This is an optimization exercise on Yosys and OpenROAD, whose aim is a short achievable clock period and few clock cycles per item, not a production implementation. RTL that was checked went through simulation tests only; none was proved equivalent to the original. For run 4, only the layout was checked, not whether the RTL still works. The flow treats the clock pin as an ideal source, which a real chip does not have. Power figures rest on the tool's default switching activity, not on a simulated workload.

File: standard.sh
#!/bin/bash
# synth_recipe.tcl (not shown) runs the flow's synth.tcl, then flattens the netlist and writes it again
# the make line also repeats each setting of config.mk as NAME=value (left out here)
make -C /OpenROAD-flow-scripts/flow DESIGN_CONFIG=/design/flow/config.mk WORK_HOME=/design/flow/orfs CLKGATE_MAP_FILE= SYNTH_SCRIPT=/design/flow/synth_recipe.tcl "${@:-finish}"
File: flow/run.sh
#!/bin/bash
# Standard ORFS layout with two changes:
#  1. synthesis and the later repair steps are not allowed some slow cells
#     (4-input OR/NOR stacks, 4:1 muxes, adder cells and similar); the list in
#     flow/dont_use.txt is added to the platform's don't-use list;
#  2. after CTS the root buffer is removed, so the clock port drives the
#     tree's first level (two buffers) directly. Every register keeps the same
#     number of buffer levels.
set -euo pipefail
here=$(pwd)
du="$(make -s -C "$FLOW_HOME" DESIGN_CONFIG="$here/config.mk" WORK_HOME="$here/orfs_du" print-DONT_USE_CELLS | sed 's/^DONT_USE_CELLS: //') $(tr '\n' ' ' < "$here/flow/dont_use.txt")"
echo "DONT_USE_CELLS=$du" > "$here/dont_use_cells.log"
bash standard.sh cts "DONT_USE_CELLS=$du" > "$here/standard_cts.log" 2>&1
openroad -no_init -exit "$here/flow/drop_root.tcl" > "$here/drop_root.log" 2>&1
bash standard.sh finish "DONT_USE_CELLS=$du" > "$here/standard_finish.log" 2>&1
File: flow/dont_use.txt
sky130_fd_sc_hd__or4_*
sky130_fd_sc_hd__or4b_*
sky130_fd_sc_hd__or4bb_*
sky130_fd_sc_hd__nor4_*
sky130_fd_sc_hd__nor4b_*
sky130_fd_sc_hd__nor4bb_*
sky130_fd_sc_hd__o41a_*
sky130_fd_sc_hd__o41ai_*
sky130_fd_sc_hd__o2111a_*
sky130_fd_sc_hd__o2111ai_*
sky130_fd_sc_hd__a2111o_*
sky130_fd_sc_hd__a2111oi_*
sky130_fd_sc_hd__or3_*
sky130_fd_sc_hd__or3b_*
sky130_fd_sc_hd__nor3_*
sky130_fd_sc_hd__nor3b_*
sky130_fd_sc_hd__o311a_*
sky130_fd_sc_hd__o311ai_*
sky130_fd_sc_hd__o32a_*
sky130_fd_sc_hd__o32ai_*
sky130_fd_sc_hd__o31a_*
sky130_fd_sc_hd__o31ai_*
sky130_fd_sc_hd__maj3_*
sky130_fd_sc_hd__mux4_*
sky130_fd_sc_hd__fa_*
sky130_fd_sc_hd__ha_*
File: flow/drop_root.tcl
# Remove the clock tree's root buffer: the clock port then drives the first
# level of the tree directly. Reads and rewrites 4_cts.odb.
set base [file join [pwd] orfs results sky130hd bench base]
set P $::env(FLOW_HOME)/platforms/sky130hd
read_liberty $P/lib/sky130_fd_sc_hd__tt_025C_1v80.lib
read_db [file join $base 4_cts.odb]
read_sdc [file join $base 4_cts.sdc]
set block [ord::get_db_block]
set root [$block findInst clkbuf_0_clk]
if {$root eq "NULL"} { error "no root buffer clkbuf_0_clk" }
set innet [[$root findITerm A] getNet]
set onet [[$root findITerm X] getNet]
set n 0
foreach it [$onet getITerms] {
  if {[$it getInst] == $root} { continue }
  $it disconnect
  $it connect $innet
  incr n
}
if {$n > 4} { error "root buffer drives $n cells; the port may drive at most 4" }
[$root findITerm A] disconnect
[$root findITerm X] disconnect
odb::dbInst_destroy $root
odb::dbNet_destroy $onet
puts "root buffer removed; clock port now drives $n cells"
source $P/setRC.tcl
set_propagated_clock [all_clocks]
estimate_parasitics -placement
report_clock_latency
report_worst_slack -max
report_worst_slack -min
write_db [file join $base 4_cts.odb]
File: config.mk
export PLATFORM = sky130hd
export DESIGN_NAME = processor
export DESIGN_NICKNAME = processor
export VERILOG_FILES = /design/flow/design.v
export SDC_FILE = /design/flow/constraint.sdc
export NUM_CORES = 4
export LEC_CHECK = 0
export ABC_CLOCK_PERIOD_IN_PS = 1800
export CAP_MARGIN = 20
export CORE_MARGIN = 2
export CORE_UTILIZATION = 50
export CTS_BUF_LIST = sky130_fd_sc_hd__clkbuf_16
export CTS_CLUSTER_DIAMETER = 200
export CTS_CLUSTER_SIZE = 25
export SETUP_SLACK_MARGIN = 3.6
export SLEW_MARGIN = 20
File: constraint.sdc
create_clock -name core_clock -period 5.5 [get_ports {clk}]
set_input_delay 1.1000 -clock core_clock [delete_from_list [all_inputs] [get_ports {clk}]]
set_output_delay 1.1000 -clock core_clock [all_outputs]
set_load 0.01 [all_outputs]
File: design.v
`timescale 1ns / 1ps
module regfile(
	input clk,
	input rst,
	input write_enable,
	input [2:0] waddr,
	input [15:0] wdata,
	output [127:0] all,
	output reg [7:0] written
	);
	reg [15:0] regs [7:0];
	always @ (posedge clk) begin
		if (rst)
			written <= 0;
		else if (write_enable)
			written[waddr] <= 1'b1;
	end
	always @ (posedge clk) begin
		if (write_enable)
			regs[waddr] <= wdata;
	end
	genvar j;
	generate
		for (j = 0; j < 8; j = j + 1) begin : flat
			assign all[16*j +: 16] = regs[j];
		end
	endgenerate
endmodule
`timescale 1ns / 1ps
module alu(
	input [7:0] wd,
	input [7:0] x,
	input cin,
	input shift_in,
	input s_sum,
	input s_shl,
	input s_x,
	input s_hold,
	output [7:0] wd_next,
	output cout,
	output eq
	);
	wire [7:0] p = wd ^ x;
	reg [8:0] g_l, p_l, g_n, p_n;
	integer i, d;
	always @(*) begin
		g_l = {wd & x, cin};
		p_l = {p, 1'b0};
		for (d = 1; d < 9; d = d * 2) begin
			for (i = 0; i < 9; i = i + 1) begin
				if (i >= d) begin
					g_n[i] = g_l[i] | (p_l[i] & g_l[i - d]);
					p_n[i] = p_l[i] & p_l[i - d];
				end else begin
					g_n[i] = g_l[i];
					p_n[i] = p_l[i];
				end
			end
			g_l = g_n;
			p_l = p_n;
		end
	end
	wire [7:0] sum = p ^ g_l[7:0];
	assign cout = g_l[8];
	assign eq = &(wd ^ x);
	wire [7:0] other = ({8{s_shl}} & {wd[6:0], shift_in}) |
	                   ({8{s_x}} & x) |
	                   ({8{s_hold}} & wd);
	assign wd_next = s_sum ? sum : other;
endmodule
`timescale 1ns / 1ps
module processor(
	input clk,
	input rst,
	input [15:0] instruction,
	output reg [3:0] address,
	output reg [15:0] result,
	output reg retire
	);
	reg [7:0] wd_lo;	 
	reg [7:0] wd_hi;	 
	reg zero;		 
	reg pred;		 
	reg [3:0] pc_n;		 
	wire [3:0] f_op = instruction[15:12];
	wire [2:0] f_ra = instruction[11:9];
	wire [2:0] f_rb = instruction[8:6];
	wire [3:0] f_tgt = instruction[11:8];
	wire f_jmp = (f_op == 4'b1000);
	wire f_br = (f_op == 4'b1100);
	reg d_valid;
	reg [15:0] d_ir;
	reg d_pend, d_pred;
	reg [3:0] d_pc1;
	reg d_tk;		 
	reg d_load, d_add, d_addi, d_sub, d_subi, d_mov, d_same;
	reg d_byp;		 
	reg d_byp2;		 
	reg [7:0] d_sel;	 
	reg [7:0] d_selh;	 
	reg e_valid;
	reg [2:0] e_ra;
	reg [7:0] e_x;
	reg e_cin;
	reg e_sum, e_shl, e_xsel, e_hold;
	reg e_zcmp, e_zone;
	reg e_pend, e_pred;
	reg [3:0] e_pc1, e_pcn, e_tgt;
	reg e_byp;
	reg [7:0] e_sel;
	reg e_use_b, e_use_i, e_neg, e_sign;
	reg h_valid;
	reg [2:0] h_ra;
	reg [7:0] h_x;
	reg h_c8, h_b7, h_eqlo;
	reg [7:0] h_a;
	reg h_sum, h_shl, h_xsel, h_hold;
	reg h_zcmp, h_zone;
	reg h_pend, h_pred;
	reg [3:0] h_pc1, h_pcn, h_tgt;
	wire [127:0] rf_all;
	wire [7:0] rf_written;
	wire e_subop = e_zcmp | e_zone;
	wire h_subop = h_zcmp | h_zone;
	wire res_d = d_valid & d_pend & ~e_subop & ~h_subop;
	wire res_e = e_pend & ~h_subop;
	wire mis_h = h_pend & (zero ^ h_pred);
	wire mis_e = res_e & (zero ^ e_pred) & ~mis_h;
	wire mis_d = res_d & (zero ^ d_pred) & ~mis_h & ~mis_e;
	wire mispredict = mis_h;		 
	wire kill_d = mis_h | mis_e;		 
	wire kill_f = kill_d | mis_d;		 
	wire [3:0] fix_h = zero ? h_tgt : h_pc1;
	wire [3:0] fix_e = zero ? e_tgt : e_pc1;
	wire [3:0] fix_d = zero ? d_ir[11:8] : d_pc1;
	wire [3:0] fix_pc = mis_h ? fix_h : mis_e ? fix_e : fix_d;
	wire d_live = d_valid & ~kill_d;
	wire e_live = e_valid & ~mispredict;
	wire f_unknown = d_valid & (d_sub | d_subi) | e_zcmp | e_zone | h_zcmp | h_zone;
	wire f_taken = f_jmp | (f_br & (f_unknown ? pred : zero));
	wire [3:0] pc = ~pc_n;
	wire [3:0] f_pc1 = pc + 4'd1;
	wire [3:0] f_next = f_taken ? f_tgt : f_pc1;
	wire f_byp = d_valid & (f_rb == d_ir[11:9]);
	wire f_byp2 = ~f_byp & e_valid & (f_rb == e_ra);
	reg [7:0] f_wr_lo, f_wr_hi;
	integer m;
	always @(*) begin
		for (m = 0; m < 8; m = m + 1) begin
			f_wr_lo[m] = rf_written[m] | (h_valid & (h_ra == m));
			f_wr_hi[m] = f_wr_lo[m] | (e_valid & (e_ra == m));
		end
	end
	wire [7:0] wd_lo_next, wd_hi_next;
	wire c8, eq_lo, eq_hi;
	regfile _regfile(
		.clk(clk),
		.rst(rst),
		.write_enable(h_valid),
		.waddr(h_ra),
		.wdata({wd_hi, h_a}),
		.all(rf_all),
		.written(rf_written)
	);
	wire [7:0] imm = d_ir[7:0];
	wire [3:0] d_pcn = d_tk ? d_ir[11:8] : d_pc1;
	wire d_use_b = (d_add | d_sub | d_mov) & ~d_same;
	wire d_use_i = d_load | d_addi | d_subi;
	wire d_neg = d_sub & ~d_same | d_subi;
	reg [7:0] d_b;
	integer k;
	always @(*) begin
		d_b = ({8{d_byp}} & wd_lo) | ({8{d_byp2}} & h_a);
		for (k = 0; k < 8; k = k + 1)
			d_b = d_b | ({8{d_sel[k]}} & rf_all[16*k +: 8]);
	end
	wire [7:0] d_x = (({8{d_use_b}} & d_b) | ({8{d_use_i}} & imm)) ^ {8{d_neg}};
	alu _alu_lo(
		.wd(wd_lo),
		.x(e_x),
		.cin(e_cin),
		.shift_in(1'b0),
		.s_sum(e_sum & ~mispredict),
		.s_shl(e_shl & ~mispredict),
		.s_x(e_xsel & ~mispredict),
		.s_hold(e_hold | mispredict),
		.wd_next(wd_lo_next),
		.cout(c8),
		.eq(eq_lo)
	);
	reg [7:0] e_b;
	always @(*) begin
		e_b = {8{e_byp}} & wd_hi;
		for (k = 0; k < 8; k = k + 1)
			e_b = e_b | ({8{e_sel[k]}} & rf_all[16*k+8 +: 8]);
	end
	wire [7:0] e_xh = (({8{e_use_b}} & e_b) | ({8{e_use_i & e_sign}})) ^ {8{e_neg}};
	alu _alu_hi(
		.wd(wd_hi),
		.x(h_x),
		.cin(h_c8),
		.shift_in(h_b7),
		.s_sum(h_sum),
		.s_shl(h_shl),
		.s_x(h_xsel),
		.s_hold(h_hold),
		.wd_next(wd_hi_next),
		.cout(),
		.eq(eq_hi)
	);
	wire zero_next = h_zone | (h_zcmp & h_eqlo & eq_hi) | (~h_zone & ~h_zcmp & zero);
	always @(posedge clk) begin
		if (rst) begin
			address <= 0;
			pc_n <= 4'hf;
			wd_lo <= 0;
			wd_hi <= 0;
			zero <= 0;
			pred <= 0;
			d_valid <= 0;
			d_pend <= 0;
			e_valid <= 0;
			e_sum <= 0;
			e_shl <= 0;
			e_xsel <= 0;
			e_hold <= 1;
			e_zcmp <= 0;
			e_zone <= 0;
			e_pend <= 0;
			h_valid <= 0;
			h_sum <= 0;
			h_shl <= 0;
			h_xsel <= 0;
			h_hold <= 1;
			h_zcmp <= 0;
			h_zone <= 0;
			h_pend <= 0;
			retire <= 0;
		end else begin
			address <= kill_f ? fix_pc : f_next;
			pc_n <= ~(kill_f ? fix_pc : f_next);
			d_valid <= ~kill_f;
			d_pend <= f_br & f_unknown;
			e_valid <= d_live;
			e_sum <= d_live & ((d_add | d_sub) & ~d_same | d_addi | d_subi);
			e_shl <= d_live & d_add & d_same;
			e_xsel <= d_live & (d_load | d_mov & ~d_same | d_sub & d_same);
			e_hold <= ~d_live | ~(d_load | d_add | d_addi | d_sub | d_subi | d_mov) | d_mov & d_same;
			e_zcmp <= d_live & (d_sub & ~d_same | d_subi);
			e_zone <= d_live & d_sub & d_same;
			e_pend <= d_live & d_pend & ~res_d;
			wd_lo <= wd_lo_next;
			h_valid <= e_live;
			h_sum <= e_sum & ~mispredict;
			h_shl <= e_shl & ~mispredict;
			h_xsel <= e_xsel & ~mispredict;
			h_hold <= e_hold | mispredict;
			h_zcmp <= e_zcmp & ~mispredict;
			h_zone <= e_zone & ~mispredict;
			h_pend <= e_pend & ~mispredict & ~res_e;
			wd_hi <= wd_hi_next;
			zero <= zero_next;
			if (h_pend | res_e | res_d)
				pred <= zero;
			retire <= h_valid;
		end
	end
	always @(posedge clk) begin
		d_ir <= instruction;
		d_pred <= pred;
		d_pc1 <= f_pc1;
		d_tk <= f_taken;
		d_load <= (f_op == 4'b0001);
		d_add <= (f_op == 4'b0010);
		d_addi <= (f_op == 4'b1010);
		d_sub <= (f_op == 4'b0011);
		d_subi <= (f_op == 4'b1011);
		d_mov <= (f_op == 4'b1110);
		d_same <= (f_ra == f_rb);
		d_byp <= f_byp;
		d_byp2 <= f_byp2;
		for (k = 0; k < 8; k = k + 1)
			d_sel[k] <= ~f_byp & ~f_byp2 & (f_rb == k) & f_wr_lo[k];
		for (k = 0; k < 8; k = k + 1)
			d_selh[k] <= ~f_byp & (f_rb == k) & f_wr_hi[k];
		e_ra <= d_ir[11:9];
		e_x <= d_x;
		e_cin <= d_neg;
		e_pred <= d_pred;
		e_pc1 <= d_pc1;
		e_pcn <= res_d ? fix_d : d_pcn;
		e_tgt <= d_ir[11:8];
		e_byp <= d_byp;
		e_sel <= d_selh;
		e_use_b <= d_use_b;
		e_use_i <= d_use_i;
		e_neg <= d_neg;
		e_sign <= d_ir[7];
		h_ra <= e_ra;
		h_x <= e_xh;
		h_c8 <= c8;
		h_b7 <= wd_lo[7];
		h_eqlo <= eq_lo;
		h_a <= wd_lo;
		h_pred <= e_pred;
		h_pc1 <= e_pc1;
		h_pcn <= res_e ? fix_e : e_pcn;
		h_tgt <= e_tgt;
		result <= {h_pend ? fix_h : h_pcn, 3'b000, zero_next, h_a};
	end
endmodule
==> summary.md, run 1 <==
| Metric | Value |
|---|---|
| Instance count of the mapped netlist | 902 |
| TritonCTS sink count | 302 |
| Depth of the worst register-to-register path | 8 |
| Row count | 54 |
| Core footprint | 22,000 um^2 |
| Main synth FF type | sky130_fd_sc_hd__dfxtp_1 |
| Max-cap violation count | 0 |
| Effective utilization at floorplan | 51.1% |
| Post-synth EDFFs | 128 |
| Final nets | 939 |
| Static leakage | 0.00455 uW |
| Final ANT Viol Nets | 0 |
| Post-synth design cell area | 11,200 um^2 |
| Detailed-route via count | 7,164 |
| Root Buffer Master | sky130_fd_sc_hd__clkbuf_16 |
| Chip width | 154 um |
| Largest cells by area after synthesis | sky130_fd_sc_hd__edfxtp_1 34%, sky130_fd_sc_hd__dfxtp_1 31%, sky130_fd_sc_hd__xnor2_1 3.1% |
| Placement-stage worst setup slack | 2580 ps |
| Outcome | finished clean |
| Die Footprint | 23,700 um^2 |
| Hold crit path type | register to register |
| Antenna Diode Count | 0 |
| First-pass GRT wire length | 41.7 mm |
| Number of buffers created by CTS | 16 |
| Shortest period the worst path allows | 2000 ps |
| Via density per instance | 5.93 |
| Number of distinct library cell variants in the gate-level netlist after synthesis | 59 |
| Proportion of register bits with asynchronous set or reset after synthesis | 0% |
| CP endpoint | address[1]$_SDFF_PP0_ |
| Final clock period utilization by the worst path | 36.3% |
| Internal reg-to-reg setup slack | 3600 ps |
| Buffers from clock root to sink, at most | 3 |
| Number of inserted filler cells in the final layout | 1,795 |
| RSZ-0062 raised after global routing | true |
| Portion of the post-synthesis area used by sequential elements | 65.3% |
| Cells along the critical path | buf_8, nor2_4, nand2_2, a31oi_4, mux2_4, and3b_1, a21o_1 |
| Worst Slack Setup Final | 3500 ps |
| Total gr overflow | 0 |
| Multi-input logic area | 3730 um^2 |
| Final routed wire length divided by cell count | 22.0 um |
| Most common library cell in the layout ignoring fill and taps | sky130_fd_sc_hd__dfxtp_1 |
| Avg Inst Size Synth | 12.4 um^2 |
| Total Routing Usage GR | 22.7% |
| Power per standard cell area | 313 nW/um^2 |
| Register bit total from synthesis | 302 |
| Antenna violations before repair | 0 |
| Clock-pin transition on the worst setup and hold timing paths | 100 ps |
| Vert. Die Dim | 154 um |
| Launch point of the worst path | instruction[13] |
| Number of port buffers | 35 |
| Aggregate routed wire length | 26.6 mm |
| Detail Placement HPWL | 17.1 mm |
| Via count of the first global-routing pass | 7,162 |
| Number of standard cells in the layout, taps in and fillers out | 1,208 |
| Commonest cells after routing, fill and taps aside | 151 x sky130_fd_sc_hd__dfxtp_1, 128 x sky130_fd_sc_hd__edfxtp_1, 67 x sky130_fd_sc_hd__nor2_1 |
| CP Capture Type | register |
| Startpoint types | input port |
| Worst reg2reg endpoint | address[2]$_SDFF_PP0_ |
| Setup TNS after final layout | 0 ps |
| Footprint of the flip-flops and latches | 7370 um^2 |
| Area delta synth->final | 11.7% |
| Largest fanout on the critical path | 4 |
| Master of the slowest instance on the critical path | sky130_fd_sc_hd__mux2_4 |
| Finish-stage setup viols | 0 |
| Number of slew-limit violations in the final report | 0 |
| H-tree levels | 1 |
| Arrival time worst endpoint | 2260 ps |
| Worst Setup Path Type | input port to register |
| Yosys warnings | 3 |
| Max-slew headroom | 63.6% |
| Max frequency | 501 MHz |
| Largest net degree at the start of global routing | 27 |
| Routability cong. | 0.871 |
| Detailed Routing Iterations Pass 1 | 6 |
| Fraction of layout cells with a size suffix above 1 | 14.7% |
| Clock latency at the later pin of the worst-skew pair | 360 ps |
| Start of the worst register-to-register path | zero$_SDFF_PP0_ |
| Cell type contributing the most total cell area after synthesis | sky130_fd_sc_hd__edfxtp_1 |
| Worst path required time | 5760 ps |
| Cell total after placement | 1,169 |
| CTS tree | done |
| DR iter-0 viols | 646 |
| Longest individual stage delay on the worst path | 320 ps |
| I/O pin total | 39 |
| Largest clock skew in the final design | 25.1 ps |
| Number of hold violations in the final report | 0 |
| Slew at the pin closest to its max-slew limit | 546 ps |
| Area share of the leading cell type in the synthesized netlist | 34.2% |
| Detailed-route DRC error count | 0 |
| Maximum ir drop on the vdd rail | 207 uV |
-- area by class of cell --
cell class                      count  area share [%]
Clock inverter                      8           0.449
Inverter                           15           0.449
Multi-Input combinational cell    526            29.8
Sequential cell                   302            58.8
Timing Repair Buffer               61            4.54
Tap cell                          280            2.79
Clock buffer                       16            3.19
-- stage by stage --
step | total power (uW) | hold WS, ps | util (%) | area [um^2]
global placement | 2730 | 315 | 53.7 | 11800
CTS | 3990 | 334 | 56.6 | 12400
detailed placement | 2740 | 312 | 53.7 | 11800
floorplan | 2650 | 310 | - | 11300
finish | 3920 | 334 | 57.1 | 12500
global route | 4070 | 347 | 57.1 | 12500
-- where the power goes --
| group | switching (uW) | internal (uW) | leakage (uW) |
|---|---|---|---|
| clock | 682 | 541 | 0.000246 |
| combinational | 114 | 108 | 0.00168 |
| sequential | 78.9 | 2400 | 0.00262 |
-- state kept, by name, indices dropped and copies added, names as in the netlist, 8 cells and up --
name	cells
e_x	8
wd_hi	8
h_x	8
result	13
d_sel	8
d_selh	8
d_ir	12
wd_lo	8
_regfile.written	8
e_sel	8
_regfile.regs	128
-- worst max-delay path: cells and delay by family --
family                 cells  cell delay [ps]
AO/OA/AOI/OAI              2              360
buffers and inverters      1              100
multiplexers               1              320
AND/OR/NAND/NOR            3              370
-- cell usage after synthesis (4+ instances only) --
cell type / number
sky130_fd_sc_hd__nand4_1: 5
sky130_fd_sc_hd__nor2_1: 69
sky130_fd_sc_hd__a31oi_1: 17
sky130_fd_sc_hd__a21oi_1: 47
sky130_fd_sc_hd__o21ai_1: 5
sky130_fd_sc_hd__nor2b_1: 16
sky130_fd_sc_hd__a22oi_1: 24
sky130_fd_sc_hd__nand2_1: 39
sky130_fd_sc_hd__edfxtp_1: 128
sky130_fd_sc_hd__buf_4: 4
sky130_fd_sc_hd__a22o_1: 24
sky130_fd_sc_hd__and4_1: 10
sky130_fd_sc_hd__a221oi_1: 29
sky130_fd_sc_hd__clkbuf_1: 35
sky130_fd_sc_hd__and2_1: 12
sky130_fd_sc_hd__nand2b_1: 17
sky130_fd_sc_hd__a21o_1: 4
sky130_fd_sc_hd__and3b_1: 10
sky130_fd_sc_hd__xor2_1: 17
sky130_fd_sc_hd__a222oi_1: 18
sky130_fd_sc_hd__a211oi_1: 8
sky130_fd_sc_hd__mux2i_1: 16
sky130_fd_sc_hd__a211o_1: 7
sky130_fd_sc_hd__o22ai_1: 6
sky130_fd_sc_hd__buf_1: 8
sky130_fd_sc_hd__xnor2_1: 40
sky130_fd_sc_hd__inv_1: 13
sky130_fd_sc_hd__o21ai_0: 18
sky130_fd_sc_hd__and3_1: 12
sky130_fd_sc_hd__nand3_1: 19
sky130_fd_sc_hd__buf_2: 12
sky130_fd_sc_hd__dfxtp_1: 174
sky130_fd_sc_hd__mux2_2: 4
-- logic make-up (layout without fill, tap and decap cells) --
logic type      Yosys count  after routing  share of synthesized area (%)
xor+xnor                 59             59                           4.84
compound gates          224            224                           14.7
buf+inv                  76            100                           2.89
mux                      23             23                           2.16
other cells               1              3                         0.0334
simple gates            217            217                           10.1
flops                   302            302                           65.3
-- how the worst min path moves through the flow --
stage / startpoint / end / slack [ps] / depth (start not counted)
global placement: d_selh[4]$_DFF_P_ / e_sel[4]$_DFF_P_ / 320 / 0
floorplan: d_selh[0]$_DFF_P_ / e_sel[0]$_DFF_P_ / 310 / 0
finish: d_selh[6]$_DFF_P_ / e_sel[6]$_DFF_P_ / 330 / 0
global route: d_selh[2]$_DFF_P_ / e_sel[2]$_DFF_P_ / 350 / 0
detailed placement: d_selh[7]$_DFF_P_ / e_sel[7]$_DFF_P_ / 310 / 0
CTS: d_selh[7]$_DFF_P_ / e_sel[7]$_DFF_P_ / 330 / 0
-- metal layers --
layer,vias up,wire length [um],global-route usage [%]
li1,3368,-,-
met1,3555,12100,32.1
met2,216,12600,38.5
met3,25,1340,2.37
met4,0,468,4.45
met5,-,0,0
-- timing repair --
action | 4_1_cts | 5_1_grt
resized for setup | 132 | 47
buffers inserted | 8 | 5
pin swaps | 5 | 3
setup endpoints to repair | 78 | 63
cloned | 2 | 0
hold buffers | 0 | 0
Testbench counts, summed over its fixed seeds: cycles 20,100, instrs 19,200.
==> run 2, diff against run 1 <==
--- a/design.v
+++ b/design.v
@@ -120,25 +120,16 @@
 	reg [3:0] h_pc1, h_pcn, h_tgt;
 	wire [127:0] rf_all;
 	wire [7:0] rf_written;
-	wire e_subop = e_zcmp | e_zone;
-	wire h_subop = h_zcmp | h_zone;
-	wire res_d = d_valid & d_pend & ~e_subop & ~h_subop;
-	wire res_e = e_pend & ~h_subop;
-	wire mis_h = h_pend & (zero ^ h_pred);
-	wire mis_e = res_e & (zero ^ e_pred) & ~mis_h;
-	wire mis_d = res_d & (zero ^ d_pred) & ~mis_h & ~mis_e;
-	wire mispredict = mis_h;		 
-	wire kill_d = mis_h | mis_e;		 
-	wire kill_f = kill_d | mis_d;		 
+	reg mis_q;
+	reg [3:0] fix_q;
+	wire mispredict = mis_q;
 	wire [3:0] fix_h = zero ? h_tgt : h_pc1;
-	wire [3:0] fix_e = zero ? e_tgt : e_pc1;
-	wire [3:0] fix_d = zero ? d_ir[11:8] : d_pc1;
-	wire [3:0] fix_pc = mis_h ? fix_h : mis_e ? fix_e : fix_d;
-	wire d_live = d_valid & ~kill_d;
+	wire d_live = d_valid & ~mispredict;
 	wire e_live = e_valid & ~mispredict;
 	wire f_unknown = d_valid & (d_sub | d_subi) | e_zcmp | e_zone | h_zcmp | h_zone;
-	wire f_taken = f_jmp | (f_br & (f_unknown ? pred : zero));
 	wire [3:0] pc = ~pc_n;
+	wire f_guess = pred;
+	wire f_taken = f_jmp | (f_br & (f_unknown ? f_guess : zero));
 	wire [3:0] f_pc1 = pc + 4'd1;
 	wire [3:0] f_next = f_taken ? f_tgt : f_pc1;
 	wire f_byp = d_valid & (f_rb == d_ir[11:9]);
@@ -235,11 +226,12 @@
 			h_zcmp <= 0;
 			h_zone <= 0;
 			h_pend <= 0;
+			mis_q <= 0;
 			retire <= 0;
 		end else begin
-			address <= kill_f ? fix_pc : f_next;
-			pc_n <= ~(kill_f ? fix_pc : f_next);
-			d_valid <= ~kill_f;
+			address <= mispredict ? fix_q : f_next;
+			pc_n <= ~(mispredict ? fix_q : f_next);
+			d_valid <= ~mispredict;
 			d_pend <= f_br & f_unknown;
 			e_valid <= d_live;
 			e_sum <= d_live & ((d_add | d_sub) & ~d_same | d_addi | d_subi);
@@ -248,7 +240,7 @@
 			e_hold <= ~d_live | ~(d_load | d_add | d_addi | d_sub | d_subi | d_mov) | d_mov & d_same;
 			e_zcmp <= d_live & (d_sub & ~d_same | d_subi);
 			e_zone <= d_live & d_sub & d_same;
-			e_pend <= d_live & d_pend & ~res_d;
+			e_pend <= d_live & d_pend;
 			wd_lo <= wd_lo_next;
 			h_valid <= e_live;
 			h_sum <= e_sum & ~mispredict;
@@ -257,17 +249,18 @@
 			h_hold <= e_hold | mispredict;
 			h_zcmp <= e_zcmp & ~mispredict;
 			h_zone <= e_zone & ~mispredict;
-			h_pend <= e_pend & ~mispredict & ~res_e;
+			h_pend <= e_pend & ~mispredict;
+			mis_q <= e_pend & ~mispredict & (zero_next ^ e_pred);
 			wd_hi <= wd_hi_next;
 			zero <= zero_next;
-			if (h_pend | res_e | res_d)
+			if (h_pend)
 				pred <= zero;
 			retire <= h_valid;
 		end
 	end
 	always @(posedge clk) begin
 		d_ir <= instruction;
-		d_pred <= pred;
+		d_pred <= f_guess;
 		d_pc1 <= f_pc1;
 		d_tk <= f_taken;
 		d_load <= (f_op == 4'b0001);
@@ -288,7 +281,7 @@
 		e_cin <= d_neg;
 		e_pred <= d_pred;
 		e_pc1 <= d_pc1;
-		e_pcn <= res_d ? fix_d : d_pcn;
+		e_pcn <= d_pcn;
 		e_tgt <= d_ir[11:8];
 		e_byp <= d_byp;
 		e_sel <= d_selh;
@@ -304,7 +297,8 @@
 		h_a <= wd_lo;
 		h_pred <= e_pred;
 		h_pc1 <= e_pc1;
-		h_pcn <= res_e ? fix_e : e_pcn;
+		h_pcn <= e_pcn;
+		fix_q <= zero_next ? e_tgt : e_pc1;
 		h_tgt <= e_tgt;
 		result <= {h_pend ? fix_h : h_pcn, 3'b000, zero_next, h_a};
 	end
--- a/config.mk
+++ b/config.mk
@@ -12,5 +12,5 @@
 export CTS_BUF_LIST = sky130_fd_sc_hd__clkbuf_16
 export CTS_CLUSTER_DIAMETER = 200
 export CTS_CLUSTER_SIZE = 25
-export SETUP_SLACK_MARGIN = 3.6
+export SETUP_SLACK_MARGIN = 3.9
 export SLEW_MARGIN = 20
==> summary.md, run 2 <==
| Metric | Value |
|---|---|
| Outcome | finished clean (unchanged) |
| Most instantiated library cell after synthesis | sky130_fd_sc_hd__dfxtp_1 (unchanged) |
| Depth of the worst register-to-register path | 5 (was 8) |
| Routability cong. | 0.887 (was 0.871) |
| Row count | 54 (unchanged) |
| Instance count of the mapped netlist | 889 (was 902) |
| Register bit total from synthesis | 306 (was 302) |
| Number of hold violations in the final report | 0 (unchanged) |
| Detailed-route DRC error count | 0 (unchanged) |
| Most flops, register | _regfile.regs (unchanged) |
| Max-cap violation count | 0 (unchanged) |
| Post-layout util | 60.6% (was 57.1%) |
| RSZ-0062 raised after global routing | true (unchanged) |
| Main synth FF type | sky130_fd_sc_hd__dfxtp_1 (unchanged) |
| Worst hold path startpoint | d_selh[5]$_DFF_P_ (was d_selh[6]$_DFF_P_) |
| Startpoint types | input port (unchanged) |
| Cell Area, Placed | 11,800 um^2 (about the same) |
| Vert. Die Dim | 154 um (about the same) |
| Clock latency at the later pin of the worst-skew pair | 370 ps (was 360 ps) |
| Via count of the first global-routing pass | 7,295 (was 7,162) |
| Commonest cells after routing, fill and taps aside | 129 x sky130_fd_sc_hd__dfxtp_1, 128 x sky130_fd_sc_hd__edfxtp_1, 58 x sky130_fd_sc_hd__nor2_1 (was 151 x sky130_fd_sc_hd__dfxtp_1, 128 x sky130_fd_sc_hd__edfxtp_1, 67 x sky130_fd_sc_hd__nor2_1) |
| Portion of the post-synthesis area used by sequential elements | 66.1% (was 65.3%) |
| Number of cells traversed by the worst hold path | 0 (unchanged) |
| First-pass GRT wire length | 42.4 mm (was 41.7 mm) |
| Setup TNS after final layout | 0 ps (unchanged) |
| Worst Slack Setup Final | 3590 ps (was 3500 ps) |
| Number of port buffers | 35 (unchanged) |
| Post-synth EDFFs | 128 (unchanged) |
| Proportion of register bits with asynchronous set or reset after synthesis | 0% (unchanged) |
| Total Routing Usage GR | 23.0% (was 22.7%) |
| Worst Setup Path Type | input port to register (unchanged) |
| H-tree levels | 1 (unchanged) |
| Max frequency | 522 MHz (was 501 MHz) |
| Avg Inst Size Synth | 12.6 um^2 (was 12.4 um^2) |
| Power per standard cell area | 304 nW/um^2 (was 313 nW/um^2) |
| Placement-stage worst setup slack | 2530 ps (was 2580 ps) |
| CP Capture Type | register (unchanged) |
| Core footprint | 21,900 um^2 (was 22,000 um^2) |
| Final ANT Viol Nets | 0 (unchanged) |
| Largest clock skew in the final design | 30.6 ps (was 25.1 ps) |
| Maximum ir drop on the vdd rail | 196 uV (was 207 uV) |
| Die Footprint | 23,600 um^2 (was 23,700 um^2) |
| Slew at the pin closest to its max-slew limit | 573 ps (was 546 ps) |
| Shortest period the worst path allows | 1910 ps (was 2000 ps) |
| TritonCTS sink count | 306 (was 302) |
| Start of the worst register-to-register path | d_sub$_DFF_P_ (was zero$_SDFF_PP0_) |
| Final nets | 964 (was 939) |
| Finish-stage setup viols | 0 (unchanged) |
| Worst path required time | 5760 ps (about the same) |
| Worst Hold Path EP | e_sel[5]$_DFF_P_ (was e_sel[6]$_DFF_P_) |
| Leading registers by flop count | _regfile.regs (128), result (13), d_ir (12) (unchanged) |
| Internal reg-to-reg setup slack | 3740 ps (was 3600 ps) |
| Detailed Routing Iterations Pass 1 | 5 (was 6) |
| Final routed wire length divided by cell count | 22.9 um (was 22.0 um) |
| I/O pin total | 39 (unchanged) |
| Hold crit path type | register to register (unchanged) |
| Area delta synth->final | 18.3% (was 11.7%) |
| Aggregate routed wire length | 28.2 mm (was 26.6 mm) |
| Number of distinct library cell variants in the gate-level netlist after synthesis | 62 (was 59) |
| Post-synth design cell area | 11,200 um^2 (about the same) |
| Flip-flop count of the largest register after layout | 128 (unchanged) |
| DR iter-0 viols | 802 (was 646) |
| Fraction of layout cells with a size suffix above 1 | 27.7% (was 14.7%) |
| Yosys warnings | 3 (unchanged) |
| Clock-pin transition on the worst setup and hold timing paths | 100 ps (about the same) |
| Buffers from clock root to sink, at most | 3 (unchanged) |
| Number of buffers created by CTS | 16 (unchanged) |
| Pwr Total | 4030 uW (was 3920 uW) |
| Antenna Diode Count | 0 (unchanged) |
| Top cells by instance count after synthesis | 178 x sky130_fd_sc_hd__dfxtp_1, 128 x sky130_fd_sc_hd__edfxtp_1, 70 x sky130_fd_sc_hd__nor2_1 (was 174 x sky130_fd_sc_hd__dfxtp_1, 128 x sky130_fd_sc_hd__edfxtp_1, 69 x sky130_fd_sc_hd__nor2_1) |
| Static leakage | 0.00502 uW (was 0.00455 uW) |
| Max-slew headroom | 61.7% (was 63.6%) |
| Largest net degree at the start of global routing | 27 (unchanged) |
| Antenna violations before repair | 0 (unchanged) |
| Final clock period utilization by the worst path | 34.8% (was 36.3%) |
| Final non-filler cell area | 13,300 um^2 (was 12,500 um^2) |
| Launch point of the worst path | instruction[12] (was instruction[13]) |
| Largest fanout on the critical path | 5 (was 4) |
| CTS tree | done (unchanged) |
| Worst reg2reg endpoint | address[0]$_SDFF_PP0_ (was address[2]$_SDFF_PP0_) |
| Detailed-route via count | 7,467 (was 7,164) |
| Number of slew-limit violations in the final report | 0 (unchanged) |
| Detail Placement HPWL | 17.9 mm (was 17.1 mm) |
| Via density per instance | 6.05 (was 5.93) |
| Most common library cell in the layout ignoring fill and taps | sky130_fd_sc_hd__dfxtp_1 (unchanged) |
| Cell type contributing the most total cell area after synthesis | sky130_fd_sc_hd__edfxtp_1 (unchanged) |
| Chip width | 154 um (about the same) |
| Largest cells by area after synthesis | sky130_fd_sc_hd__edfxtp_1 34%, sky130_fd_sc_hd__dfxtp_1 32%, sky130_fd_sc_hd__a22oi_1 3.0% (was sky130_fd_sc_hd__edfxtp_1 34%, sky130_fd_sc_hd__dfxtp_1 31%, sky130_fd_sc_hd__xnor2_1 3.1%) |
| Number of inserted filler cells in the final layout | 1,729 (was 1,795) |
| Effective utilization at floorplan | 51.2% (was 51.1%) |
| Arrival time worst endpoint | 2170 ps (was 2260 ps) |
| Root Buffer Master | sky130_fd_sc_hd__clkbuf_16 (unchanged) |
| Total gr overflow | 0 (unchanged) |
| Area share of the leading cell type in the synthesized netlist | 34.3% (was 34.2%) |
==> run 2: cell types whose count changed in the layout (fill, tap and decap cells not counted), sizes merged, moves of 6 or more <==
cell	previous run	this run
a21oi	47	36
a222oi	18	12
a22oi	24	45
a31oi	19	9
and4	10	4
buf	45	91
mux2i	16	6
nand2	39	33
nand4	5	13
nor2b	16	9
o21a	2	8
xnor2	40	34
==> run 2: how the worst max path moves through the flow <==
stage	cells after the start	to
6_report	6	address[0]$_SDFF_PP0_
4_1_cts	1	address[2]
2_1_floorplan	5	address[2]$_SDFF_PP0_
3_5_place_dp	5	address[1]$_SDFF_PP0_
3_3_place_gp	5	address[1]$_SDFF_PP0_
5_1_grt	6	address[3]$_SDFF_PP0_
==> run 2: critical path, stage by stage <==
cell                      delay [ps]
sky130_fd_sc_hd__buf_8           100
sky130_fd_sc_hd__nor2_4          100
sky130_fd_sc_hd__nand2_2          60
sky130_fd_sc_hd__a31oi_4         290
sky130_fd_sc_hd__mux2_4          340
sky130_fd_sc_hd__o21a_1          170
==> run 2: what timing repair did <==
item                                    in CTS  in global routing
pin swaps                                   17                 41
gates resized for setup                    218                 76
setup buffers                               30                 28
endpoints found under the setup margin     108                 70
hold buffers                                 0                  0
==> run 2: through the flow <==
stage                     hold WS (ps)  instances
after floorplan                    310        891
after global placement             312       1151
after detailed placement           312       1151
after CTS                          331       1207
after global routing               330       1234
final                              327       1234
==> run 2: cells by family (layout without fill, tap and decap cells) <==
family	Yosys count	in the layout	share of synthesized area (%)
buffers and inverters	79	142	3.15
multiplexers	17	17	1.64
flip-flops	306	306	66.1
XOR/XNOR	54	54	4.22
other	1	3	0.0335
AND/OR/NAND/NOR	213	213	9.96
AO/OA/AOI/OAI	219	219	14.9
==> run 2: routing by layer <==
metal	up-vias	wire, um	GRT usage, %
li1	3379	-	-
met1	3721	11800	32.1
met2	318	13800	38.7
met3	49	2000	3.21
met4	0	598	5.02
met5	-	0	0
==> run 2: report_power, final <==
| group | internal (uW) | switching [uW] |
|---|---|---|
| clock network | 541 | 689 |
| registers | 2430 | 78.4 |
| logic | 150 | 144 |
| total | 3120 | 912 |
==> run 2: area by class of cell <==
class | count | area, um^2 | area share [%]
Sequential cell | 306 | 7520 | 56.6
Timing Repair Buffer | 101 | 937 | 7.06
Tap cell | 280 | 350 | 2.64
Clock buffer | 16 | 400 | 3.02
Multi-Input combinational cell | 506 | 3950 | 29.8
Clock inverter | 9 | 50.0 | 0.377
Inverter | 16 | 65.1 | 0.490
Testbench counts of run 2, summed over its fixed seeds: cycles 20,127, instrs 19,200.
==> run 3, diff against run 2 <==
--- a/config.mk
+++ b/config.mk
@@ -12,5 +12,5 @@
 export CTS_BUF_LIST = sky130_fd_sc_hd__clkbuf_16
 export CTS_CLUSTER_DIAMETER = 200
 export CTS_CLUSTER_SIZE = 25
-export SETUP_SLACK_MARGIN = 3.9
+export SETUP_SLACK_MARGIN = 3.6
 export SLEW_MARGIN = 20
==> summary.md, run 3 <==
| Metric | Value |
|---|---|
| Flip-flop count of the largest register after layout | 128 (unchanged) |
| Yosys warnings | 3 (unchanged) |
| Switching power | 889 uW (was 912 uW) |
| Via count of the first global-routing pass | 7,083 (was 7,295) |
| Number of port buffers | 35 (unchanged) |
| I/O pin total | 39 (unchanged) |
| Final routed wire length divided by cell count | 22.7 um (was 22.9 um) |
| Largest clock skew in the final design | 25.5 ps (was 30.6 ps) |
| Setup TNS after final layout | 0 ps (unchanged) |
| Proportion of register bits with asynchronous set or reset after synthesis | 0% (unchanged) |
| Clock-pin transition on the worst setup and hold timing paths | 90 ps (was 100 ps) |
| Portion of the post-synthesis area used by sequential elements | 66.1% (unchanged) |
| Power per standard cell area | 321 nW/um^2 (was 304 nW/um^2) |
| CTS tree | done (unchanged) |
| RSZ-0062 raised after global routing | true (unchanged) |
| Die Footprint | 23,600 um^2 (unchanged) |
| Cell type contributing the most total cell area after synthesis | sky130_fd_sc_hd__edfxtp_1 (unchanged) |
| Post-CTS Hold Fix Bufs | 0 (unchanged) |
| Aggregate routed wire length | 26.8 mm (was 28.2 mm) |
| Number of cells traversed by the worst hold path | 0 (unchanged) |
| Total gr overflow | 0 (unchanged) |
| First-pass GRT wire length | 41.3 mm (was 42.4 mm) |
| Area delta synth->final | 10.2% (was 18.3%) |
| Leading registers by flop count | _regfile.regs (128), result (13), d_ir (12) (unchanged) |
| Number of slew-limit violations in the final report | 0 (unchanged) |
| Number of buffers created by CTS | 16 (unchanged) |
| Worst path required time | 5760 ps (about the same) |
| Top cells by instance count after synthesis | 178 x sky130_fd_sc_hd__dfxtp_1, 128 x sky130_fd_sc_hd__edfxtp_1, 70 x sky130_fd_sc_hd__nor2_1 (unchanged) |
| Number of standard cells in the layout, taps in and fillers out | 1,181 (was 1,234) |
| Root Buffer Master | sky130_fd_sc_hd__clkbuf_16 (unchanged) |
| Largest cells by area after synthesis | sky130_fd_sc_hd__edfxtp_1 34%, sky130_fd_sc_hd__dfxtp_1 32%, sky130_fd_sc_hd__a22oi_1 3.0% (unchanged) |
| Antenna Diode Count | 0 (unchanged) |
| CP Capture Type | register (unchanged) |
| Total Routing Usage GR | 22.4% (was 23.0%) |
| Detailed Routing Iterations Pass 1 | 5 (unchanged) |
| Detail Placement HPWL | 17.8 mm (was 17.9 mm) |
| Number of inserted filler cells in the final layout | 1,828 (was 1,729) |
| Depth of the worst register-to-register path | 5 (unchanged) |
| Finish-stage setup viols | 0 (unchanged) |
| Via density per instance | 6.03 (was 6.05) |
| Post-synth design cell area | 11,200 um^2 (unchanged) |
| Core footprint | 21,900 um^2 (unchanged) |
| Switching share of power | 22.4% (was 22.6%) |
| Worst Hold Path EP | h_pcn[1]$_DFF_P_ (was e_sel[5]$_DFF_P_) |
| Instance count of the mapped netlist | 889 (unchanged) |
| Outcome | finished clean (unchanged) |
| Cell total after placement | 1,152 (was 1,151) |
| Detailed-route DRC error count | 0 (unchanged) |
| Main synth FF type | sky130_fd_sc_hd__dfxtp_1 (unchanged) |
| Fraction of layout cells with a size suffix above 1 | 13.4% (was 27.7%) |
| Most flops, register | _regfile.regs (unchanged) |
| Post-synth EDFFs | 128 (unchanged) |
| Most common library cell in the layout ignoring fill and taps | sky130_fd_sc_hd__dfxtp_1 (unchanged) |
| Chip width | 154 um (unchanged) |
| Clock latency at the later pin of the worst-skew pair | 370 ps (about the same) |
| Effective utilization at floorplan | 51.2% (unchanged) |
| Avg Inst Size Synth | 12.6 um^2 (unchanged) |
| Most instantiated library cell after synthesis | sky130_fd_sc_hd__dfxtp_1 (unchanged) |
| Routability cong. | 0.871 (was 0.887) |
| Slew at the pin closest to its max-slew limit | 633 ps (was 573 ps) |
| Shortest period the worst path allows | 1910 ps (about the same) |
| Maximum ir drop on the vdd rail | 270 uV (was 196 uV) |
| Row count | 54 (unchanged) |
| Number of distinct library cell variants in the gate-level netlist after synthesis | 62 (unchanged) |
| Buffers from clock root to sink, at most | 3 (unchanged) |
| Max-slew headroom | 57.7% (was 61.7%) |
| Antenna violations before repair | 0 (unchanged) |
| Cell internal pwr | 3080 uW (was 3120 uW) |
| Gate power share | 5.6% (was 7.3%) |
| Largest fanout on the critical path | 6 (was 5) |
| Arrival time worst endpoint | 2170 ps (about the same) |
| Final clock period utilization by the worst path | 34.7% (was 34.8%) |
| Power share of the clock group | 31.0% (was 30.5%) |
| Worst hold path startpoint | e_pcn[1]$_DFF_P_ (was d_selh[5]$_DFF_P_) |
| Seq pwr share | 63.4% (was 62.2%) |
| Number of hold violations in the final report | 0 (unchanged) |
| H-tree levels | 1 (unchanged) |
| Commonest cells after routing, fill and taps aside | 157 x sky130_fd_sc_hd__dfxtp_1, 128 x sky130_fd_sc_hd__edfxtp_1, 66 x sky130_fd_sc_hd__nor2_1 (was 129 x sky130_fd_sc_hd__dfxtp_1, 128 x sky130_fd_sc_hd__edfxtp_1, 58 x sky130_fd_sc_hd__nor2_1) |
| Static leakage | 0.00461 uW (was 0.00502 uW) |
| Max frequency | 524 MHz (was 522 MHz) |
| Internal reg-to-reg setup slack | 3660 ps (was 3740 ps) |
| DR iter-0 viols | 447 (was 802) |
| Area share of the leading cell type in the synthesized netlist | 34.3% (unchanged) |
| Vert. Die Dim | 154 um (unchanged) |
| Detailed-route via count | 7,116 (was 7,467) |
| TritonCTS sink count | 306 (unchanged) |
| Start of the worst register-to-register path | e_x[0]$_DFF_P_ (was d_sub$_DFF_P_) |
| Largest net degree at the start of global routing | 27 (unchanged) |
| Final ANT Viol Nets | 0 (unchanged) |
| Worst reg2reg endpoint | h_c8$_DFF_P_ (was address[0]$_SDFF_PP0_) |
| Hold crit path type | register to register (unchanged) |
| Worst Setup Path Type | input port to register (unchanged) |
| Startpoint types | input port (unchanged) |
| Register bit total from synthesis | 306 (unchanged) |
| Max-cap violation count | 0 (unchanged) |
| Final nets | 913 (was 964) |
## run 3: cell counts after synthesis
Identical to the previous run, type by type.
## run 3: per-layer routing
layer / track usage (%) / part of all wire [%] / vias to the layer above
li1: - / - / 3294
met1: 31.1 / 43 / 3539
met2: 37.9 / 49 / 244
met3: 2.51 / 5.9 / 39
met4: 5.68 / 2.1 / 0
met5: 0 / 0 / -
## run 3: how the worst max path moves through the flow
stage / startpoint / end
finish: instruction[12] / address[2]$_SDFF_PP0_
global route: result[3]$_DFF_P_ / result[3]
CTS: result[13]$_DFF_P_ / result[13]
detailed placement: instruction[6] / d_sel[3]$_DFF_P_
global placement: instruction[6] / d_sel[3]$_DFF_P_
floorplan: instruction[13] / address[2]$_SDFF_PP0_
## run 3: logic make-up (layout without fill, tap and decap cells)
logic type / count (synthesis) / after routing / share of synthesized area, %
DFF: 306 / 306 / 66.1
AOI/OAI and AO/OA: 219 / 219 / 14.9
and+or+nand+nor: 213 / 213 / 9.96
buffers and inverters: 79 / 89 / 3.15
xor gates and xnor gates: 54 / 54 / 4.22
muxes: 17 / 17 / 1.64
other: 1 / 3 / 0.0335
## run 3: worst max-delay path, cell delays in order
cell	delay (ps)
sky130_fd_sc_hd__buf_8	110
sky130_fd_sc_hd__nor2_4	110
sky130_fd_sc_hd__nand2_2	70
sky130_fd_sc_hd__a31oi_4	170
sky130_fd_sc_hd__buf_12	140
sky130_fd_sc_hd__mux2_4	300
sky130_fd_sc_hd__o21a_1	170
## run 3: layout make-up
type	instances	area [um^2]	share of cell area (%)
clock buffer	16	400	3.24
clock inverter	7	42.5	0.344
inverter	16	65.1	0.527
multi-input combinational	506	3570	28.9
sequential	306	7440	60.3
tap	280	350	2.84
timing repair buffer	50	479	3.88
## run 3: timing repair
action	CTS	global route
endpoints found under the hold margin	0	0
setup endpoints to repair	75	59
gates resized for setup	121	46
gates cloned	1	0
setup buffers	4	1
pin swaps	1	5
## run 3: per-stage QoR
| step | area, um^2 | setup slack, ps | utilization (%) | hold slack, ps | total power (uW) |
|---|---|---|---|---|---|
| 6_report | 12300 | 3590 | 56.4 | 333 | 3970 |
| 5_1_grt | 12300 | 3550 | 56.4 | 338 | 4110 |
| 4_1_cts | 12300 | 3440 | 56.1 | 336 | 4030 |
| 3_5_place_dp | 11800 | 2570 | 53.7 | 314 | 2770 |
| 3_3_place_gp | 11800 | 2670 | 53.7 | 312 | 2770 |
| 2_1_floorplan | 11300 | 3430 | - | 310 | 2690 |
## run 3: power by group through the flow
stage / clock [uW] / sequential (uW) / combinational [uW]
finish: 1230 / 2510 / 222
global route: 1340 / 2520 / 243
CTS: 1300 / 2510 / 215
detailed placement: 0 / 2560 / 212
global placement: 0 / 2560 / 208
floorplan: 0 / 2520 / 167
==> run 4, diff against run 3 <==
--- a/design.v
+++ b/design.v
@@ -80,7 +80,8 @@
 	reg [7:0] wd_lo;	 
 	reg [7:0] wd_hi;	 
 	reg zero;		 
-	reg pred;		 
+	reg [1:0] pred [15:0];	 
+	integer q;
 	reg [3:0] pc_n;		 
 	wire [3:0] f_op = instruction[15:12];
 	wire [2:0] f_ra = instruction[11:9];
@@ -128,7 +129,7 @@
 	wire e_live = e_valid & ~mispredict;
 	wire f_unknown = d_valid & (d_sub | d_subi) | e_zcmp | e_zone | h_zcmp | h_zone;
 	wire [3:0] pc = ~pc_n;
-	wire f_guess = pred;
+	wire f_guess = pred[pc][1];
 	wire f_taken = f_jmp | (f_br & (f_unknown ? f_guess : zero));
 	wire [3:0] f_pc1 = pc + 4'd1;
 	wire [3:0] f_next = f_taken ? f_tgt : f_pc1;
@@ -207,7 +208,7 @@
 			wd_lo <= 0;
 			wd_hi <= 0;
 			zero <= 0;
-			pred <= 0;
+			for (q = 0; q < 16; q = q + 1) pred[q] <= 2'b01;
 			d_valid <= 0;
 			d_pend <= 0;
 			e_valid <= 0;
@@ -253,8 +254,12 @@
 			mis_q <= e_pend & ~mispredict & (zero_next ^ e_pred);
 			wd_hi <= wd_hi_next;
 			zero <= zero_next;
-			if (h_pend)
-				pred <= zero;
+			if (h_pend) begin
+				if (zero && pred[h_pc1 - 4'd1] != 2'b11)
+					pred[h_pc1 - 4'd1] <= pred[h_pc1 - 4'd1] + 2'd1;
+				if (!zero && pred[h_pc1 - 4'd1] != 2'b00)
+					pred[h_pc1 - 4'd1] <= pred[h_pc1 - 4'd1] - 2'd1;
+			end
 			retire <= h_valid;
 		end
 	end
==> summary.md, run 4 <==
| Metric | Value |
|---|---|
| Outcome | finished clean (unchanged) |
| Total Routing Usage GR | 22.7% (was 22.4%) |
| Final ANT Viol Nets | 0 (unchanged) |
| Most flops, register | _regfile.regs (unchanged) |
| Startpoint types | register (was input port) |
| Static leakage | 0.00527 uW (was 0.00461 uW) |
| Max-slew headroom | 34.7% (was 57.7%) |
| Register bit total from synthesis | 337 (was 306) |
| Max frequency | 436 MHz (was 524 MHz) |
| Flip-flop count of the largest register after layout | 128 (unchanged) |
| Detailed-route via count | 8,282 (was 7,116) |
| Final routed wire length divided by cell count | 21.7 um (was 22.7 um) |
| I/O pin total | 39 (unchanged) |
| Buffers from clock root to sink, at most | 3 (unchanged) |
| Commonest cells after routing, fill and taps aside | 160 x sky130_fd_sc_hd__edfxtp_1, 142 x sky130_fd_sc_hd__dfxtp_1, 82 x sky130_fd_sc_hd__nor2_1 (was 157 x sky130_fd_sc_hd__dfxtp_1, 128 x sky130_fd_sc_hd__edfxtp_1, 66 x sky130_fd_sc_hd__nor2_1) |
| Post-synth EDFFs | 160 (was 128) |
| Total gr overflow | 0 (unchanged) |
| Main synth FF type | sky130_fd_sc_hd__dfxtp_1 (unchanged) |
| CP Capture Type | register (unchanged) |
| Slew at the pin closest to its max-slew limit | 980 ps (was 633 ps) |
| Number of slew-limit violations in the final report | 0 (unchanged) |
| Clock latency at the later pin of the worst-skew pair | 380 ps (was 370 ps) |
| Setup TNS after final layout | 0 ps (unchanged) |
| Shortest period the worst path allows | 2300 ps (was 1910 ps) |
| Routability cong. | 0.840 (was 0.871) |
| Post-CTS Hold Fix Bufs | 0 (unchanged) |
| TritonCTS sink count | 337 (was 306) |
| Antenna Diode Count | 0 (unchanged) |
| Via count of the first global-routing pass | 7,981 (was 7,083) |
| Yosys warnings | 3 (unchanged) |
| Placement-stage worst setup slack | 2370 ps (was 2570 ps) |
| Largest cells by area after synthesis | sky130_fd_sc_hd__edfxtp_1 37%, sky130_fd_sc_hd__dfxtp_1 27%, sky130_fd_sc_hd__xnor2_1 3.3% (was sky130_fd_sc_hd__edfxtp_1 34%, sky130_fd_sc_hd__dfxtp_1 32%, sky130_fd_sc_hd__a22oi_1 3.0%) |
| Worst Slack Setup Final | 3200 ps (was 3590 ps) |
| Number of inserted filler cells in the final layout | 2,232 (was 1,828) |
| Row count | 59 (was 54) |
| Antenna violations before repair | 0 (unchanged) |
| Effective utilization at floorplan | 50.4% (was 51.2%) |
| Core footprint | 25,800 um^2 (was 21,900 um^2) |
| Hold crit path type | register to register (unchanged) |
| Number of buffers created by CTS | 17 (was 16) |
| Pwr Total | 4600 uW (was 3970 uW) |
| Finish-stage setup viols | 0 (unchanged) |
| Most instantiated library cell after synthesis | sky130_fd_sc_hd__dfxtp_1 (unchanged) |
| Final clock period utilization by the worst path | 41.7% (was 34.7%) |
| Portion of the post-synthesis area used by sequential elements | 64.1% (was 66.1%) |
| Fraction of layout cells with a size suffix above 1 | 20.4% (was 13.4%) |
| Most common library cell in the layout ignoring fill and taps | sky130_fd_sc_hd__edfxtp_1 (was sky130_fd_sc_hd__dfxtp_1) |
| Leading registers by flop count | _regfile.regs (128), pred (32), result (13) (was _regfile.regs (128), result (13), d_ir (12)) |
| First-pass GRT wire length | 47.2 mm (was 41.3 mm) |
| Via density per instance | 5.84 (was 6.03) |
| Avg Inst Size Synth | 12.2 um^2 (was 12.6 um^2) |
| Maximum ir drop on the vdd rail | 262 uV (was 270 uV) |
| Die Footprint | 27,300 um^2 (was 23,600 um^2) |
| Number of distinct library cell variants in the gate-level netlist after synthesis | 66 (was 62) |
| H-tree levels | 1 (unchanged) |
| Worst Setup Path Type | register to register (was input port to register) |
| Aggregate routed wire length | 30.7 mm (was 26.8 mm) |
| Area delta synth->final | 12.3% (was 10.2%) |
| Largest net degree at the start of global routing | 28 (was 27) |
| Cell type contributing the most total cell area after synthesis | sky130_fd_sc_hd__edfxtp_1 (unchanged) |
| RSZ-0062 raised after global routing | true (unchanged) |
| Instance count of the mapped netlist | 1,063 (was 889) |
| Number of port buffers | 35 (unchanged) |
| Root Buffer Master | sky130_fd_sc_hd__clkbuf_16 (unchanged) |
| Area share of the leading cell type in the synthesized netlist | 36.9% (was 34.3%) |
| Final nets | 1,093 (was 913) |
| Number of hold violations in the final report | 0 (unchanged) |
| Detailed-route DRC error count | 0 (unchanged) |
| Top cells by instance count after synthesis | 177 x sky130_fd_sc_hd__dfxtp_1, 160 x sky130_fd_sc_hd__edfxtp_1, 89 x sky130_fd_sc_hd__nor2_1 (was 178 x sky130_fd_sc_hd__dfxtp_1, 128 x sky130_fd_sc_hd__edfxtp_1, 70 x sky130_fd_sc_hd__nor2_1) |
| Max-cap violation count | 0 (unchanged) |
| Proportion of register bits with asynchronous set or reset after synthesis | 0% (unchanged) |
| Vert. Die Dim | 165 um (was 154 um) |
| Post-synth design cell area | 13,000 um^2 (was 11,200 um^2) |
| Chip width | 165 um (was 154 um) |
| Largest clock skew in the final design | 24.2 ps (was 25.5 ps) |
| Power per standard cell area | 315 nW/um^2 (was 321 nW/um^2) |
| Largest fanout on the critical path | 6 (unchanged) |
| Arrival time worst endpoint | 2440 ps (was 2170 ps) |
| CTS tree | done (unchanged) |
| Detailed Routing Iterations Pass 1 | 7 (was 5) |
| Worst path required time | 5640 ps (was 5760 ps) |
| Clock-pin transition on the worst setup and hold timing paths | 100 ps (was 90 ps) |
| Detail Placement HPWL | 19.6 mm (was 17.8 mm) |
| DR iter-0 viols | 840 (was 447) |
## run 4: changes by cell type after synthesis, sizes merged, moves of 15 or more
cell,change
mux2i,+20
a21oi,+18
clkbuf,+27
xnor2,+15
nand3,+16
edfxtp,+32
nor2,+21
## run 4: worst paths after layout
| check | start | to | slack [ps] | cells past startpoint |
|---|---|---|---|---|
| worst max register to register | pred[10][1]$_SDFFCE_PN0P_ | pred[1][1]$_SDFFCE_PN0P_ | 3200 | 7 |
| worst max-delay path | pred[10][1]$_SDFFCE_PN0P_ | pred[1][1]$_SDFFCE_PN0P_ | 3200 | 7 |
| worst min register to register | d_selh[7]$_DFF_P_ | e_sel[7]$_DFF_P_ | 330 | 0 |
| worst min-delay path | d_selh[7]$_DFF_P_ | e_sel[7]$_DFF_P_ | 330 | 0 |
## run 4: final cells by class
| cell class | instances | area (um^2) | share of cell area (%) |
|---|---|---|---|
| clock inverter | 11 | 58.8 | 0.402 |
| timing repair buffer | 72 | 639 | 4.37 |
| sequential | 337 | 8430 | 57.7 |
| tap | 335 | 419 | 2.87 |
| multi-input combinational | 633 | 4620 | 31.6 |
| clock buffer | 16 | 400 | 2.74 |
| inverter | 15 | 56.3 | 0.385 |
## run 4: cells by family (layout without fill, tap and decap cells)
group / count (synthesis) / in the layout / share of synthesized area, %
flops: 337 / 337 / 64.1
other cells: 1 / 3 / 0.0288
mux: 44 / 45 / 3.64
simple gates: 263 / 263 / 10.3
compound gates: 260 / 260 / 14.5
xor+xnor: 62 / 62 / 4.17
buf+inv: 96 / 114 / 3.26
## run 4: per-layer routing
layer,track usage [%],vias to the layer above,part of all wire [%]
li1,-,3944,-
met1,33.3,4055,46
met2,36.4,239,46
met3,2.57,44,5.1
met4,5.72,0,2.4
met5,0,-,0
## run 4: power by group
part           leakage (uW)  switching [uW]  total [uW]  internal, uW
sequential          0.00293             104        2800          2700
clock              0.000257             752        1300           544
combinational       0.00208             271         504           233
## run 4: metrics by stage
stage	std cells	util (%)	cell area (um^2)	hold WS (ps)
after detailed placement	1365	52.6	13600	313
after global routing	1419	56.6	14600	338
final	1419	56.6	14600	332
after floorplan	1065	-	13200	310
after global placement	1365	52.6	13600	310
after CTS	1414	55.5	14300	331
## run 4: critical path, cell delays in order (launching register included)
cell	delay (ps)
sky130_fd_sc_hd__edfxtp_1	460
sky130_fd_sc_hd__mux2_4	280
sky130_fd_sc_hd__a221o_1	320
sky130_fd_sc_hd__o21ai_2	80
sky130_fd_sc_hd__a32oi_2	160
sky130_fd_sc_hd__xnor2_2	210
sky130_fd_sc_hd__mux2_4	350
sky130_fd_sc_hd__and3_1	190
## run 4: timing repair
action / in CTS / in global routing
endpoints found under the setup margin: 132 / 126
cloned: 2 / 0
pin swaps: 9 / 15
resized for setup: 147 / 88
buffers inserted: 19 / 6

-- port drivers added, routing unchanged --
The results above use ideal ports. As a check the final layouts listed here were re-extracted and re-timed, cells and wires unchanged. Step 1: set_driving_cell puts a clkbuf_16 on clk and a buf_2 on each other input, an assumption about the parent block. Step 2 adds t to the input delays and takes it off the output delays; t is the mean of the earliest and latest rising clock arrival at the registers after step 1. Input paths then give back, and output paths get back, about the clock's delay inside the block. Three values: no drivers, after step 1, after step 2; two values: the first two.
run | shift t [ns] | setup WS [ns] | pins driven straight from the clock port
run 1 | 0.413 | 3.504 / 3.524 / 3.111 | 2
run 2 | 0.416 | 3.585 / 3.523 / 3.192 | 2
run 3 | 0.416 | 3.591 / 3.534 / 3.192 | 2
run 4 | 0.433 | 3.205 / 3.205 / 3.008 | 2
After both steps every run listed still meets setup and hold. For run 3, which loses most, drivers alone change the setup slack by -0.057 ns; drivers and shift together by -0.399 ns.
